From an optimization exercise on the open Yosys and OpenROAD flow, aimed at a short achievable clock period and few clock cycles; shortcuts taken in it are not production practice. The RTL was checked by simulation tests, not by an equivalence proof against the original design. Power and IR drop assume default switching activity.

Design maze, start of the top module:
module maze(
    input clk,
    input rst,
    input [5:0] starting_col, starting_row,
    input maze_in,
    output reg [5:0] row, col,
    output reg maze_oe,
    output reg maze_we,
    output reg done
);
clock: 5.5 ns
lec_check: 0
abc_clock_period_in_ps: 2000
cap_margin: 20
core_margin: 2
core_utilization: 40
setup_slack_margin: 3.4
slew_margin: 20
run.sh (not shown) runs the stock make flow with config.mk's settings and CLKGATE_MAP_FILE= SYNTH_SCRIPT=/design/flow/synth_recipe.tcl, a recipe that flattens the netlist after the stock synthesis.
Testbench counts at the start, summed over its fixed seeds: cycles 271,850.
Edit:
--- a/flow/design.v
+++ b/flow/design.v
@@ -15,20 +15,20 @@
 localparam RD_F   = 4'd1;  
 localparam WAIT_R = 4'd2;  
 localparam RD_F2  = 4'd3;  
 localparam WAIT_F = 4'd4;  
 localparam RD_L   = 4'd5;  
 localparam WAIT_L = 4'd6;  
 localparam GO_R   = 4'd7;  
 localparam SPEC   = 4'd8;  
 localparam QN = 8;             
-localparam SD = 2;           
-localparam SW = 3;            
+localparam SD = 512;           
+localparam SW = 10;            
 localparam SCAP = SD + 2;      
 reg [3:0] ph;
 reg fin;
 reg [5:0] x, y;
 reg [1:0] d;
 reg [5:0] qx [0:QN-1];
 reg [5:0] qy [0:QN-1];
 reg [2:0] qh, qt;
 reg [3:0] qc;
The changed run completed with no timing, DRC or antenna violations. Total power rises by well over a third. Die area climbs to 4.9 times its value. Critical path depth increases by 3. Global-route usage drops by 17 points. Setup slack gets worse by 0.10 ns. Cell count increases to 4.0 times its value. Final area rose to 4.1 times its value. Flip-flop and latch count went up by 1027. Wire length rose to 2.5 times its value. Non-clock buffer count rises by 19. Clock power climbs to 7.3 times its value. Sequential power went up to 6.1 times its value. Sequential share of layout area grows by 23 points. Area after synthesis came out higher to 5.0 times its value.
Testbench counts after the change, summed over its fixed seeds: cycles 225,904.

* * *

the reference run:
maze, a different RTL version from the one above (not shown whole).
For scale: ~6,300 cells after synthesis, about 30 I/O pins, roughly 68,000 sq um of cells after synthesis.
Settings: LEC_CHECK=0, ABC_CLOCK_PERIOD_IN_PS=2000, CAP_MARGIN=20, CELL_PAD_IN_SITES_DETAIL_PLACEMENT=1, CORE_MARGIN=2, CORE_UTILIZATION=40, PLACE_DENSITY=0.5, SETUP_SLACK_MARGIN=3.4, SLEW_MARGIN=20; clock period 5.5 ns.
Testbench counts of the reference run, summed over its fixed seeds: cycles 225,904.
Input changes introduced in the trial run (baseline for comparison: the reference run):
-- flow/design.v --
<<< the reference run, line 271
wire ppush = qpend && !(pop && qpe);
wire ppop = pop && !qpe;
wire [3:0] pc_inc = pc + 4'd1, pc_dec = pc - 4'd1;
wire pc_is1 = (pc == 4'd1);
wire pop = o_pop[mi];
integer i;
>>> the trial run, line 271
wire ppush = qpend && !(pop && qpe);
wire ppop = pop && !qpe;
wire pop = o_pop[mi];
integer i;
<<< the reference run, line 340
        if (ppop) qh <= qh + 3'd1;
        qpend <= push;
        pc <= (ppush && !ppop) ? pc_inc : (!ppush && ppop) ? pc_dec : pc;
        qpe <= (ppush && !ppop) ? 1'b0 : (!ppush && ppop) ? pc_is1 : qpe;
        qc <= n_qc[mi];
        qempty <= n_qe[mi];
>>> the trial run, line 338
        if (ppop) qh <= qh + 3'd1;
        qpend <= push;
        pc <= (ppush && !ppop) ? pc + 4'd1 : (!ppush && ppop) ? pc - 4'd1 : pc;
        qpe <= (ppush && !ppop) ? 1'b0 : (!ppush && ppop) ? (pc == 4'd1) : qpe;
        qc <= n_qc[mi];
        qempty <= n_qe[mi];
Findings:
- Master of the slowest instance on the critical path = dfxtp_4: the trial run; master of the slowest instance on the critical path = o41ai_2: the reference run
- Looking at critical path depth across the trial run and the reference run, the one that comes out lower is the reference run.
- met2 routed wirelength went up by a few percent going from the reference run to the trial run.
- Against the reference run, the trial run reports a setup slack after placement that is higher.
- Comparing the reference run with the trial run, the clock-cell share of area came out essentially unchanged.
- Summary of the trial run over the reference run: maximum frequency rose by 12%, ratio of final minimum period to clock period fell by 6.1 points.
Testbench counts of the trial run, summed over its fixed seeds: cycles 225,904.

==> what the ideal ports hide <==
The flow's constraints put no driver on any port. The routed layouts listed below were extracted and timed again, unchanged, in two steps.
Step 1 assumes that a clkbuf_16 drives the clock port and a buf_2 every other input.
Step 2 times the ports against the registers' clock, not the clock port: input delays grow and output delays shrink by t, the midpoint of the rising clock arrivals with the driver on.
a / b / c = no drivers / after step 1 / after step 2; a / b = the first two.
run	shift t [ns]	setup slack, ns	worst hold slack (ns)	worst setup path at the end	worst slew at a driven data input, ns
the first run of note 1	0.504	2.161 / 2.161 / 2.161	0.486 / 0.486 / 0.486	register to register	0.04
the second run of note 1	0.846	2.058 / 2.058 / 1.919	0.486 / 0.486 / 0.486	input to register	0.04
the reference run	0.869	2.472 / 2.472 / 2.022	0.510 / 0.510 / 0.510	input to register	0.04
the trial run	0.873	2.807 / 2.807 / 2.175	0.497 / 0.497 / 0.497	input to register	0.04
After both steps every run listed still meets setup and hold. For the trial run, which loses most, drivers alone change the setup slack by 0.000 ns; drivers and shift together by -0.632 ns.
